This is an optimization exercise on Yosys and OpenROAD, whose aim is small area, not a production implementation. No activity file was given, so power comes from the tool's default toggle rates.

Setup of rev 12:
// FIFO
module FIFO(
	input wire clk,
	input wire rst,
	input wire W_en,
	input wire R_en,
	input  wire [7:0] W_data,
	output wire [7:0] R_data,
	output reg Empty,
	output reg Full
);
	reg [127:0] mem;
	reg [4:0] c;
	always @(posedge clk)
		if (W_en) mem <= {mem[119:0], W_data};
	wire [4:0] c_next;
	fifo_cnt u_cnt (.c(c), .W_en(W_en), .R_en(R_en), .c_next(c_next));
	wire [15:0] sel;
	fifo_sel16 u_sel (.c(c[3:0]), .sel(sel));
	genvar b, k;
	generate
		for (b = 0; b < 8; b = b + 1) begin : g_rd
			wire [15:0] d;
			for (k = 0; k < 16; k = k + 1) begin : g_d
				assign d[k] = mem[k*8 + b];
			end
			fifo_ao16 u_ao (.d(d), .s(sel), .y(R_data[b]));
		end
	endgenerate
	always @(posedge clk or negedge rst) begin
		if (rst == 1'b0) begin
			c <= 5'd0;
			Empty <= 1'b0;
			Full <= 1'b0;
		end else begin
			Empty <= ~c[4];
			Full <= c[4] & (c[3:0] == 4'd0);
			c <= c_next;
		end
	end
endmodule
Size in the first run: roughly 240 cells after synthesis, about 22 I/O pins, roughly 0.0048 sq mm of cells after synthesis.
export LEC_CHECK = 0
export CAP_MARGIN = 20
export CORE_MARGIN = 2
export CORE_UTILIZATION = 85
export CTS_BUF_LIST = sky130_fd_sc_hd__clkbuf_4
export PLACE_DENSITY = 0.9
export SLEW_MARGIN = 20
export SYNTH_HIERARCHICAL = 1
create_clock -name core_clock -period 6.0 [get_ports {clk}]
run.sh (not shown) runs the stock make flow with config.mk's settings and CLKGATE_MAP_FILE= SYNTH_SCRIPT=/design/flow/synth_recipe.tcl, a recipe that flattens the netlist after the stock synthesis.
Rev 12 did not finish: a tool error stopped it during detailed placement.
Here is what was changed in the inputs of rev 13 compared with rev 12.
Settings: putting CTS_CLUSTER_DIAMETER at 500 where nothing was set; swapping sky130_fd_sc_hd__clkbuf_4 for sky130_fd_sc_hd__clkbuf_16 in CTS_BUF_LIST; clearing PLACE_DENSITY, which used to be 0.9; swapping 85 for 40 in CORE_UTILIZATION; putting CTS_CLUSTER_SIZE at 100 where nothing was set.
==> flow/flow/run.sh (new file) <==
#!/bin/bash
# Probe: run the standard layout unchanged, logging to standard.log.
bash standard.sh > standard.log 2>&1
==> flow/standard.sh (new file) <==
#!/bin/bash
# synth_recipe.tcl (not shown) runs the flow's synth.tcl, then flattens the netlist and writes it again
# the make line also repeats each setting of config.mk as NAME=value (left out here)
make -C /OpenROAD-flow-scripts/flow DESIGN_CONFIG=/design/flow/config.mk WORK_HOME=/design/flow/orfs CLKGATE_MAP_FILE= SYNTH_SCRIPT=/design/flow/synth_recipe.tcl "${@:-finish}"
removed: flow/run.sh
==> run notes <==
Diff rev 13..rev 12 | I/O pin count | unchanged
Rev 13 finished all stages; the layout is clean.
Per the comparison of rev 13 with rev 12, horizontal die dimension up 43%; fraction of synthesis flops using an asynchronous set or reset pin did not really move.
Any difference in area of the mapped netlist between rev 13 and rev 12 is small enough to ignore.
Against rev 12, routability congestion estimate in rev 13 fell by more than 10%.
Initial core utilization was lower in the run labelled rev 13.
No functional check of the RTL was part of any run of this note.

Starting RTL as in the previous note.
Settings: LEC_CHECK=0, CAP_MARGIN=20, CORE_MARGIN=2, CORE_UTILIZATION=70, CTS_BUF_LIST=sky130_fd_sc_hd__clkbuf_4, SLEW_MARGIN=20, SYNTH_HIERARCHICAL=1; clock period 6.0 ns.
Stock flow here: none of the scripts above is used.
The starting point finished with timing, DRC and antenna clean.
Rerun with:
==> flow/flow/run.sh (new file) <==
#!/bin/bash
# The standard layout with three changes:
#  - port buffers are the smallest buffer (buf_1) instead of the default pick;
#  - clock tree from small clock buffers (clkbuf_4), without dummy loads;
# Each tool's output goes to the ORFS logs and to standard.log here.
set -euo pipefail
bash standard.sh \
  BUFFER_PORTS_ARGS="-buffer_cell sky130_fd_sc_hd__buf_1" \
  CTS_ARGS="-sink_clustering_enable -repair_clock_nets -buf_list sky130_fd_sc_hd__clkbuf_4 -dont_use_dummy_load" \
  finish > standard.log 2>&1
==> flow/standard.sh (new file) <==
#!/bin/bash
# synth_recipe.tcl (not shown) runs the flow's synth.tcl, then flattens the netlist and writes it again
# the make line also repeats each setting of config.mk as NAME=value (left out here)
make -C /OpenROAD-flow-scripts/flow DESIGN_CONFIG=/design/flow/config.mk WORK_HOME=/design/flow/orfs CLKGATE_MAP_FILE= SYNTH_SCRIPT=/design/flow/synth_recipe.tcl "${@:-finish}"
--- a/flow/config.mk
+++ b/flow/config.mk
@@ -10,3 +10,2 @@
 export CORE_UTILIZATION = 70
-export CTS_BUF_LIST = sky130_fd_sc_hd__clkbuf_4
 export SLEW_MARGIN = 20
removed: flow/run.sh
Outcome:
- worst setup slack is better by 0.44 ns
- maximum frequency rises by 11%
- power falls by 15%
- count of clock-buffer cells in the layout does not change
- sequential cell count stays the same
- synthesized cell count is unchanged
- die area does not change
No functional check of the RTL was part of any run of this note.

## static timing again, ports no longer ideal
The results above use ideal ports. As a check the final layouts listed here were re-extracted and re-timed, cells and wires unchanged.
Step 1: set_driving_cell puts a clkbuf_16 on clk and a buf_2 on each other input, an assumption about the parent block.
Step 2 times the ports against the registers' clock, not the clock port: input delays grow and output delays shrink by t, the midpoint of the rising clock arrivals with the driver on.
Slacks: ideal ports / drivers / drivers and shift; pairs: ideal ports / drivers.
| run | t, ns | setup WS [ns] | hold slack, ns | worst setup path after step 2 |
|---|---|---|---|---|
| rev 13 | 0.442 | 1.971 / 1.936 / 2.377 | 0.448 / 0.448 / 0.448 | register to output |
| the first run of note 2 | 0.530 | 1.701 / 1.669 / 2.199 | 0.455 / 0.455 / 0.455 | register to output |
| the second run of note 2 | 0.500 | 2.140 / 2.111 / 2.612 | 0.439 / 0.439 / 0.439 | register to output |
After both steps every run listed still meets setup and hold.
